From an optimization exercise on the open Yosys and OpenROAD flow, aimed at small area and a short achievable clock period; shortcuts taken in it are not production practice.
Where RTL was checked, it was by simulation tests only, not by an equivalence proof against the original.

run H:
Design ALU, start of the top module:
module ALU(
    input logic CLK,
    input logic RST,
    input logic ACT,
    input logic[3:0]  OP,
    input logic[1:0]  MOVI,
    input logic[31:0] REG_A,
    input logic[31:0] REG_B,
    input logic[31:0] MEM,
    input logic[31:0] IMM,
    output logic[31:0] DATA,
    output logic       RDY,
    output logic       VLD
);
    logic        st_first, st_mul1, st_mul2;
    logic [31:0] operand_B;
    assign RDY = ~(st_first | st_mul1 | st_mul2);
    assign VLD = ~RDY & ~RST;
    always_comb begin
        case (MOVI)
            2'b00:   operand_B = REG_B;
            2'b01:   operand_B = MEM;
            2'b10:   operand_B = IMM;
            default: operand_B = '0;
        endcase
    end
    wire is_mul = OP == 4'b0010;
    wire addsub = (OP == 4'b0000) | (OP == 4'b0001);
    wire is_dec = OP == 4'b1111;
    logic [31:0] e1;
    logic        c0;
    always_comb begin
        c0 = 1'b0;
        case (OP)
  ...
==> flow/config.mk <==
export PLATFORM = sky130hd
export DESIGN_NAME = ALU
export DESIGN_NICKNAME = ALU
export VERILOG_FILES = /design/flow/design.v
export SDC_FILE = /design/flow/constraint.sdc
export NUM_CORES = 4
export LEC_CHECK = 0
export CAP_MARGIN = 20
export CORE_MARGIN = 2
export CORE_UTILIZATION = 40
export SLEW_MARGIN = 20
export SYNTH_HIERARCHICAL = 1
export SYNTH_MINIMUM_KEEP_SIZE = 5
==> flow/constraint.sdc <==
create_clock -name core_clock -period 10.5 [get_ports {CLK}]
set_input_delay 2.1000 -clock core_clock [delete_from_list [all_inputs] [get_ports {CLK}]]
set_output_delay 2.1000 -clock core_clock [all_outputs]
set_load 0.01 [all_outputs]
run.sh (not shown) runs the stock make flow with config.mk's settings and CLKGATE_MAP_FILE= SYNTH_SCRIPT=/design/flow/synth_recipe.tcl, a recipe that flattens the netlist after the stock synthesis.
Run H completed end to end with timing, DRC and antenna clean.
Modified inputs, run Z compared to run H
- setting SETUP_SLACK_MARGIN to 1.0 for the first time
- changing SYNTH_MINIMUM_KEEP_SIZE from 5 to 0
==> comparison <==
Result: PASS for each of run H and run Z
In terms of net count reported at finish, run Z and run H differ only marginally.
| via count of the first global-routing pass | run Z vs run H | about 0.46% lower |
Run Z vs run H: clock buffer count in the final layout up in run Z
Count of buffers not belonging to the clock network in the layout on run Z is up relative to run H.
No functional check of the RTL was part of any run of this note.

## run A
ALU, a different RTL version from the one above (not shown whole).
Size in the first run: ~3,200 cells after synthesis, ~170 I/O pins.
==> flow/design.v (excerpt) <==
module ALU(
    input logic CLK,
    input logic RST,
    input logic ACT,
    input logic[3:0]  OP,
    input logic[1:0]  MOVI,
    input logic[31:0] REG_A,
    input logic[31:0] REG_B,
    input logic[31:0] MEM,
    input logic[31:0] IMM,
    output logic[31:0] DATA,
    output logic       RDY,
    output logic       VLD
);
clock: 10.5 ns
lec_check: 0
cap_margin: 20
core_margin: 2
core_utilization: 55
place_density: 0.7
setup_slack_margin: 3.5
slew_margin: 20
synth_hierarchical: 1
synth_minimum_keep_size: 5
standard.sh (not shown) runs the stock make flow with config.mk's settings and CLKGATE_MAP_FILE= SYNTH_SCRIPT=/design/flow/synth_recipe.tcl, a recipe that flattens the netlist after the stock synthesis.
==> flow/flow/run.sh <==
#!/bin/bash
# The standard layout, with plain buffers (not delay cells) on the ports.
export BUFFER_PORTS_ARGS="-buffer_cell sky130_fd_sc_hd__buf_2"
bash standard.sh > standard.log 2>&1
Run A was carried through to the last stage, and its layout satisfied the timing, design-rule and antenna checks.
Edits applied to the flow inputs when going from run A to run B:
# run A
export LEC_CHECK = 0
export CAP_MARGIN = 20
export CORE_MARGIN = 2
export CORE_UTILIZATION = 55
export PLACE_DENSITY = 0.7
export SETUP_SLACK_MARGIN = 3.5
export SLEW_MARGIN = 20
export SYNTH_HIERARCHICAL = 1
export SYNTH_MINIMUM_KEEP_SIZE = 5
create_clock -name core_clock -period 10.5 [get_ports {CLK}]
# run B
export LEC_CHECK = 0
export CAP_MARGIN = 20
export CORE_MARGIN = 2
export CORE_UTILIZATION = 40
export SETUP_SLACK_MARGIN = 4.0
export SLEW_MARGIN = 20
export SYNTH_HIERARCHICAL = 1
export SYNTH_MINIMUM_KEEP_SIZE = 5
create_clock -name core_clock -period 10.5 [get_ports {CLK}]
[summary]
NOTE: maximum cell stage delay along the critical path in run B falls short of that of run A. In the flow results for run A and run B, the met2 layer wire length in the routed design is larger on run B. Core utilization: run A and run B compared, higher one is run A. Changes observed in run B relative to run A: via count increased 245; setup slack increased 0.37 ns; die height increased 17%; data-path buffer share of cell area in the final layout increased 4.6 points. Part of the cycle the worst path needs, run A and run B: higher on run A. Delta (run B minus run A): final weighted congestion of routability-driven global placement decreased 2.4%.
Setup changes, run B to run C
# run B
export LEC_CHECK = 0
export CAP_MARGIN = 20
export CORE_MARGIN = 2
export CORE_UTILIZATION = 40
export SETUP_SLACK_MARGIN = 4.0
export SLEW_MARGIN = 20
export SYNTH_HIERARCHICAL = 1
export SYNTH_MINIMUM_KEEP_SIZE = 5
create_clock -name core_clock -period 10.5 [get_ports {CLK}]
# run C
export LEC_CHECK = 0
export CAP_MARGIN = 20
export CORE_MARGIN = 2
export CORE_UTILIZATION = 40
export SETUP_SLACK_MARGIN = 3.0
export SLEW_MARGIN = 20
export SYNTH_HIERARCHICAL = 1
export SYNTH_MINIMUM_KEEP_SIZE = 5
create_clock -name core_clock -period 10.5 [get_ports {CLK}]
Re starting DRC count in detailed routing: run C and run B aren't equal, and the lower value belongs to run C.
Changes observed in run C relative to run B: number of combinational gates with multiple inputs fell 13, global-route wire length before repair fell about 5%, register-to-register slack fell 0.44 ns, setup slack fell 0.72 ns.
Looking at slowest library cell on the worst path, the sky130_fd_sc_hd__a21oi_4 result is from run C; the sky130_fd_sc_hd__fa_1 one comes from run B.
Delta (run C minus run B): overall routed net length went down by 9.2%, clock-buffer cell count went up by 1.
Setup changes, run C to run D
# run C
export LEC_CHECK = 0
export CAP_MARGIN = 20
export CORE_MARGIN = 2
export CORE_UTILIZATION = 40
export SETUP_SLACK_MARGIN = 3.0
export SLEW_MARGIN = 20
export SYNTH_HIERARCHICAL = 1
export SYNTH_MINIMUM_KEEP_SIZE = 5
create_clock -name core_clock -period 10.5 [get_ports {CLK}]
# run D
export LEC_CHECK = 0
export CAP_MARGIN = 20
export CORE_MARGIN = 2
export CORE_UTILIZATION = 40
export SETUP_SLACK_MARGIN = 3.25
export SLEW_MARGIN = 20
export SYNTH_HIERARCHICAL = 1
export SYNTH_MINIMUM_KEEP_SIZE = 5
create_clock -name core_clock -period 10.5 [get_ports {CLK}]
==> comparison <==
Summary of run D over run C: worst endpoint data arrival time went down 0.34 ns, final wirelength shows an increase of about 3.6%, share of the final layout cell area in sequential cells flat.
Edits applied to the flow inputs when going from run D to run E:
# run D
export LEC_CHECK = 0
export CAP_MARGIN = 20
export CORE_MARGIN = 2
export CORE_UTILIZATION = 40
export SETUP_SLACK_MARGIN = 3.25
export SLEW_MARGIN = 20
export SYNTH_HIERARCHICAL = 1
export SYNTH_MINIMUM_KEEP_SIZE = 5
create_clock -name core_clock -period 10.5 [get_ports {CLK}]
# run E
export LEC_CHECK = 0
export CAP_MARGIN = 20
export CORE_MARGIN = 2
export CORE_UTILIZATION = 40
export SETUP_SLACK_MARGIN = 3.0
export SLEW_MARGIN = 20
export SYNTH_HIERARCHICAL = 1
export SYNTH_MINIMUM_KEEP_SIZE = 5
export TNS_END_PERCENT = 0
create_clock -name core_clock -period 10.5 [get_ports {CLK}]
### Flow results
- Comparing worst setup slack for run E and run D, the smaller number came from run E.
- Run E against run D: count of filler cells inserted in the layout saw an increase.
- Of run E and run D, run E shows the lower detailed-routing wirelength on met1, with run D above it.
- Smallest hold slack delta (run E -> run D): insignificant

ALU again, from the RTL that the note above started with.
==> flow/config.mk <==
export PLATFORM = sky130hd
export DESIGN_NAME = ALU
export DESIGN_NICKNAME = ALU
export VERILOG_FILES = /design/flow/design.v
export SDC_FILE = /design/flow/constraint.sdc
export NUM_CORES = 4
export LEC_CHECK = 0
export CAP_MARGIN = 20
export CORE_MARGIN = 2
export CORE_UTILIZATION = 40
export SETUP_SLACK_MARGIN = 3.5
export SLEW_MARGIN = 20
export SYNTH_HIERARCHICAL = 1
export SYNTH_MINIMUM_KEEP_SIZE = 5
==> flow/constraint.sdc <==
create_clock -name core_clock -period 10.5 [get_ports {CLK}]
set_input_delay 2.1000 -clock core_clock [delete_from_list [all_inputs] [get_ports {CLK}]]
set_output_delay 2.1000 -clock core_clock [all_outputs]
set_load 0.01 [all_outputs]
Scripts as last shown in full above: flow/flow/run.sh
==> next run, changes <==
- CAP_MARGIN: 20 -> 10
- SETUP_SLACK_MARGIN: 3.5 -> 3.75
- SLEW_MARGIN: 20 -> 10
=>
- wire length falls by 2.7%
- setup slack improved by 0.22 ns

[what the ideal ports hide]
Ports are ideal in the flow. The routed layouts listed here were re-timed in OpenROAD. Step 1 (the two cells are an assumption about what drives the block):
set clk [get_ports {CLK}]
set_driving_cell -lib_cell sky130_fd_sc_hd__clkbuf_16 $clk
set_driving_cell -lib_cell sky130_fd_sc_hd__buf_2 [delete_from_list [all_inputs] $clk]
Step 2 also shifts input and output timing later by t, the mid clock arrival at the registers, as if the neighbouring blocks saw the same clock. a / b / c = ideal / step 1 / step 2; a / b = the first two.
run	t (ns)	slack for setup (ns)	cell pins on the clock port's net
run H	0.537	0.354 / 0.293 / 0.830	1
run Z	0.526	1.031 / 0.975 / 1.165	1
run A	0.544	3.499 / 3.523 / 2.979	1
run B	0.530	3.869 / 3.905 / 3.375	1
run C	0.530	3.145 / 3.175 / 2.645	1
run D	0.532	3.333 / 3.369 / 2.838	1
run E	0.528	2.892 / 2.921 / 2.394	1
the first run of note 3	0.534	3.521 / 3.525 / 2.991	1
the second run of note 3	0.519	3.746 / 3.758 / 3.239	1
After both steps every run listed still meets setup and hold. For the first run of note 3, which loses most, drivers alone change the setup slack by +0.004 ns; drivers and shift together by -0.530 ns.
